From an optimization exercise on the open Yosys and OpenROAD flow, aimed at small area, a short achievable clock period and few clock cycles per item; shortcuts taken in it are not production practice.

## cpuops
module	cpuops(i_clk,i_reset, i_stb, i_op, i_a, i_b, o_c, o_f, o_valid,
			o_busy);
clock: 10.0 ns
lec_check: 0
abc_clock_period_in_ps: 4500
cap_margin: 20
core_margin: 2
core_utilization: 40
setup_slack_margin: 5
slew_margin: 20
run.sh (not shown) runs the stock make flow with config.mk's settings and CLKGATE_MAP_FILE= SYNTH_SCRIPT=/design/flow/synth_recipe.tcl, a recipe that flattens the netlist after the stock synthesis.
Next try:
Settings changed: ABC_CLOCK_PERIOD_IN_PS 4500 to not set, SETUP_SLACK_MARGIN 5 to not set.
The changed run ran to the end with no violations.
Area after synthesis does not change.
Die area does not change.
Critical path depth came out lower by 13.
Count of clock-buffer cells in the layout goes up by 1.
No run of this note included a check of the RTL's function; only the layout flow was run.

========
Another version of the RTL of cpuops (not shown whole).
Size in the first run: ~2,700 cells after synthesis.
clock: 10.0 ns
lec_check: 0
cap_margin: 20
core_margin: 2
core_utilization: 40
setup_slack_margin: 3
slew_margin: 20
standard.sh (not shown) runs the stock make flow with config.mk's settings and CLKGATE_MAP_FILE= SYNTH_SCRIPT=/design/flow/synth_recipe.tcl, a recipe that flattens the netlist after the stock synthesis.
==> flow/flow/run.sh <==
#!/bin/bash
# The standard layout, with timing repair free to resize the port buffers
# (MATCH_CELL_FOOTPRINT=0). Each tool's output goes to its own log here.
set -euo pipefail
bash standard.sh MATCH_CELL_FOOTPRINT=0 finish > standard_flow.log 2>&1
Rerun with:
- SETUP_SLACK_MARGIN: 3 -> 4.5
Effect: Wire length grows by 4.0%. Cell count climbs by 2.5%. Final area rose by 7.8%. Global-route usage rose by 0.57 points. Register-to-register slack hardly moves. Via count grows by 2.7%.
Rerun with:
==> flow/run.sh (new file) <==
#!/bin/bash
# synth_recipe.tcl (not shown) runs the flow's synth.tcl, then flattens the netlist and writes it again
# the make line also repeats each setting of config.mk as NAME=value (left out here)
make -C /OpenROAD-flow-scripts/flow DESIGN_CONFIG=/design/flow/config.mk WORK_HOME=/design/flow/orfs CLKGATE_MAP_FILE= SYNTH_SCRIPT=/design/flow/synth_recipe.tcl finish
- SETUP_SLACK_MARGIN: 4.5 -> 3
removed: flow/flow/run.sh
removed: flow/standard.sh
Non-clock buffer count fell by 81.
Final area is lower by 7.4%.
Clock-buffer cell count decreases by 4.
Rerun with:
- SETUP_SLACK_MARGIN: 3 -> 4.5
After rerunning:
- The changed run completed with no timing, DRC or antenna violations
- setup slack got worse by 16 ps
- die area stays the same
- critical path depth decreases by 3
- cell count came out higher by 2.0%
- sequential share of layout area fell by 0.91 points
Function was not checked in any run of this note: the RTL went through the layout flow alone.

========
cpuops, a different RTL version from the one above (not shown whole).
Size in the first run: roughly 150 flip-flops, ~0.023 mm² of cells after synthesis.
make LEC_CHECK=0 CAP_MARGIN=20 CORE_MARGIN=2 CORE_UTILIZATION=40 SETUP_SLACK_MARGIN=5 SLEW_MARGIN=20 finish   # period 10.0 ns
run.sh (not shown) runs the stock make flow with config.mk's settings and CLKGATE_MAP_FILE= SYNTH_SCRIPT=/design/flow/synth_recipe.tcl, a recipe that flattens the netlist after the stock synthesis.
Stock flow here: none of the scripts above is used.
The starting point went through all stages and came out clean.
==> next run, changes <==
Settings changed: SETUP_SLACK_MARGIN 5 to 4.
After rerunning: The new run produced a clean layout. Non-clock buffer count drops by 157. Worst setup slack loses 0.36 ns. Design area came out lower by 12%. Routed wire length shrinks by 9.2%. Synthesized cell count is unchanged. Clock skew goes down by 0.0079 ns. Global-route usage came out lower by 2.4 points. Utilization drops by 6.2 points. Flip-flop and latch count is unchanged.
==> next run, changes <==
Settings changed: SETUP_SLACK_MARGIN 4 to 3.
Outcome:
- via count is about the same
- cell count shrinks by about 0.7%
- setup slack is worse by 0.71 ns
- sequential cell count is unchanged
- synthesized cell count stays the same
- global-route usage shrinks by 0.13 points
- final area shrinks by about 1.5%
- register-to-register slack is worse by 0.64 ns
- maximum frequency shrinks by about 11%
- area after synthesis stays the same
No run of this note included a check of the RTL's function; only the layout flow was run.

-- afterwards: timing with drivers on the ports --
Ports are ideal in the flow. The routed layouts listed here were re-timed in OpenROAD.
Step 1 sets driving cells, clkbuf_16 on the clock port and buf_2 on the other inputs (assumed; they add their load-dependent delay and slew).
Step 2 adds t to the input delays and takes it off the output delays; t is the mean of the earliest and latest rising clock arrival at the registers after step 1. Input paths then give back, and output paths get back, about the clock's delay inside the block.
Slacks: no drivers / after step 1 / after step 2; pairs: no drivers / after step 1.
run	t, ns	setup slack, ns	worst register clock-pin slew, ns	worst data-port slew with drivers (ns)
the first run of note 1	0.512	3.171 / 3.171 / 3.171	0.08 / 0.08	0.06
the second run of note 1	0.493	2.000 / 2.000 / 2.000	0.07 / 0.07	0.04
the first run of note 2	0.486	3.196 / 3.196 / 3.082	0.08 / 0.08	0.04
the second run of note 2	0.495	3.195 / 3.195 / 3.195	0.08 / 0.08	0.04
the third run of note 2	0.483	3.129 / 3.129 / 3.089	0.07 / 0.07	0.04
the fourth run of note 2	0.493	3.113 / 3.113 / 3.113	0.08 / 0.08	0.05
the first run of note 3	0.512	4.482 / 4.482 / 4.326	0.07 / 0.07	0.06
the second run of note 3	0.505	4.119 / 4.155 / 3.650	0.08 / 0.08	0.04
the third run of note 3	0.507	3.406 / 3.442 / 2.935	0.08 / 0.08	0.04
After both steps every run listed still meets setup and hold. The setup slack of the third run of note 3, which loses most, moves by +0.036 ns with the drivers and by -0.471 ns with both steps.
